What follows belongs to an exercise in optimizing a design on an open flow for small area, a short achievable clock period and few clock cycles per item; a production flow would make more cautious choices.

Setup of before:
==> flow/design.v (excerpt) <==
module fpga_gf2m
#(
	parameter DIGITAL = 20,
	parameter DATA_WIDTH = 163
)(
	input clk,     
	input rst,   
	input wire start,
	input wire [DATA_WIDTH - 1 : 0] a,
	input wire [DATA_WIDTH - 1 : 0] g,
	input wire [191:0] b,
	output reg [DATA_WIDTH - 1 : 0] t_i_j,
	output reg done
);
==> module fpga_gf2m, before the edit <==
module fpga_gf2m
#(
	parameter DIGITAL = 20,
	parameter DATA_WIDTH = 163
)(
	input clk,     
	input rst,   
	input wire start,
	input wire [DATA_WIDTH - 1 : 0] a,
	input wire [DATA_WIDTH - 1 : 0] g,
	input wire [191:0] b,
	output reg [DATA_WIDTH - 1 : 0] t_i_j,
	output reg done
);
localparam W = DATA_WIDTH;
localparam D = DIGITAL;
localparam K = (W - 1) / D + 1;              
localparam F = W - (K - 1) * D;              
localparam BW = K * D;                       
reg busy;
reg first;
reg last;                
reg [W-1:0] acc;         
reg [5:0] counter;
reg [W-1:0] reg_a;
reg [W-1:0] reg_g;
reg [BW-1:0] reg_b;
reg [D-1:0] pre_h;       
reg [D:0] mu;
wire accept = start & ~busy;
wire [D-1:0] cur_digit = reg_b[BW-1 -: D];
wire [D-1:0] nxt_digit = reg_b[BW-1-D -: D];
wire [D-1:0] first_digit = {{(D-F){1'b0}}, b[W-1 -: F]};
wire [W-1:0] next_t;
wire [D-1:0] nxt_pre_h;
wire [D-1:0] first_pre_h;
wire [D:0] mu_full;
wire [D:0] mu_first;
barrett_step #(.W(W), .D(D)) step (
	.t(acc),
	.a(reg_a),
	.g(reg_g),
	.bd(cur_digit),
	.pre_h(pre_h),
	.mu(mu),
	.v(next_t)
);
digit_high #(.W(W), .D(D)) hi_next (
	.a(reg_a),
	.bd(nxt_digit),
	.h(nxt_pre_h)
);
digit_high #(.W(W), .D(D)) hi_first (
	.a(a),
	.bd(first_digit),
	.h(first_pre_h)
);
mu_calc #(.W(W), .D(D)) mu_now (
	.g(reg_g),
	.mu(mu_full)
);
mu_calc #(.W(W), .D(F)) mu_in (
	.g(g),
	.mu(mu_first[D:D-F])
);
assign mu_first[D-F-1:0] = {(D-F){1'b0}};
always @(posedge clk or negedge rst) begin : proc_ctrl
	if (~rst) begin
		busy <= 1'b0;
		first <= 1'b0;
		last <= 1'b0;
		done <= 1'b0;
		counter <= 6'd0;
	end else if (accept) begin
		busy <= 1'b1;
		first <= 1'b1;
		last <= (K == 1);
		done <= 1'b0;
		counter <= 6'd0;
	end else if (busy) begin
		first <= 1'b0;
		last <= (counter == K - 2);
		counter <= counter + 1'b1;
		if (counter == K - 1) begin
			busy <= 1'b0;
			done <= 1'b1;
		end
	end
end
always @(posedge clk) begin : proc_operands
	if (~busy) begin
		reg_a <= a;
		reg_g <= g;
		reg_b <= {{(BW-W){1'b0}}, b[W-1:0]};
		pre_h <= first_pre_h;
		mu <= mu_first;
	end else begin
		reg_b <= reg_b << D;
		pre_h <= nxt_pre_h;
		if (first)
			mu <= mu_full;
	end
end
always @(posedge clk) begin : proc_acc
	if (busy)
		acc <= next_t;
	else
		acc <= {W{1'b0}};
end
always @(posedge clk) begin : proc_t_i_j
	if (accept)
		t_i_j <= {W{1'b0}};
	else if (last)
		t_i_j <= next_t;
end
endmodule
Settings: LEC_CHECK=0, CAP_MARGIN=20, CORE_MARGIN=2, CORE_UTILIZATION=40, SLEW_MARGIN=20, SETUP_SLACK_MARGIN=10, BUFFER_PORTS_ARGS=-buffer_cell sky130_fd_sc_hd__buf_2; clock period 14.5 ns.
standard.sh (not shown) runs the stock make flow with config.mk's settings and CLKGATE_MAP_FILE= SYNTH_SCRIPT=/design/flow/synth_recipe.tcl, a recipe that flattens the netlist after the stock synthesis.
==> flow/flow/run.sh <==
#!/bin/bash
# Standard ORFS layout (the standard.sh), with repair_timing asked to
# aim for extra setup slack and smaller port buffers.
cat >> config.mk <<'EOC'
export SETUP_SLACK_MARGIN = 10
export BUFFER_PORTS_ARGS = -buffer_cell sky130_fd_sc_hd__buf_2
EOC
bash standard.sh > standard.log 2>&1
The flow did not stop early for before: all stages ran, and the layout cleared the timing, design-rule and antenna checks.
Input-level comparison between after and before:
--- a/flow/design.v
+++ b/flow/design.v
@@ -220,7 +220,5 @@
 end
 always @(posedge clk) begin : proc_t_i_j
-	if (accept)
-		t_i_j <= {W{1'b0}};
-	else if (last)
+	if (last)
 		t_i_j <= next_t;
 end
### Flow results
after vs before — clock skew rose 34 ps.
Compared with before, after shows a endpoint arrival time on the critical path that is 3380 ps lower.
The total number of vias in after sits 1.0% below the value recorded for before.
On total routing resource utilization after global routing, after and before are basically level.
Floorplan core area of after is on par with before.
Relative to before, after degrades worst setup slack.
The adder and majority gate portion of the synthesized area on before is in line with that on after.
Going from before to after, die area dropped about 0.5%; fraction of layout instances using a drive strength above 1 now larger.
No run of this note included a check of the RTL's function; only the layout flow was run.

static timing again, ports no longer ideal:
How much do the figures lean on ideal ports? The routed layouts below were timed once more, with nothing changed but the port constraints.
Step 1, drivers: a clkbuf_16 drives clk and a buf_2 each remaining input, both assumed.
Step 2, shift: input delay + t, output delay - t, t = (earliest + latest rising clock arrival at the registers) / 2. This alone moves slack from input paths to output paths.
Three values: ideal, step 1, step 2; two values: the first two.
run | shift t [ns] | setup WS [ns] | worst hold slack (ns) | worst setup path at the end | slew at the worst register clock pin (ns)
before | 0.902 | 9.971 / 9.893 / 9.463 | 0.454 / 0.454 / 0.454 | input to register | 0.08 / 0.08
after | 0.893 | 9.742 / 9.642 / 9.920 | 0.413 / 0.413 / 0.413 | register to register | 0.08 / 0.08
After both steps setup and hold are still met in every run listed. The setup slack of before, which loses most, moves by -0.078 ns with the drivers and by -0.508 ns with both steps.
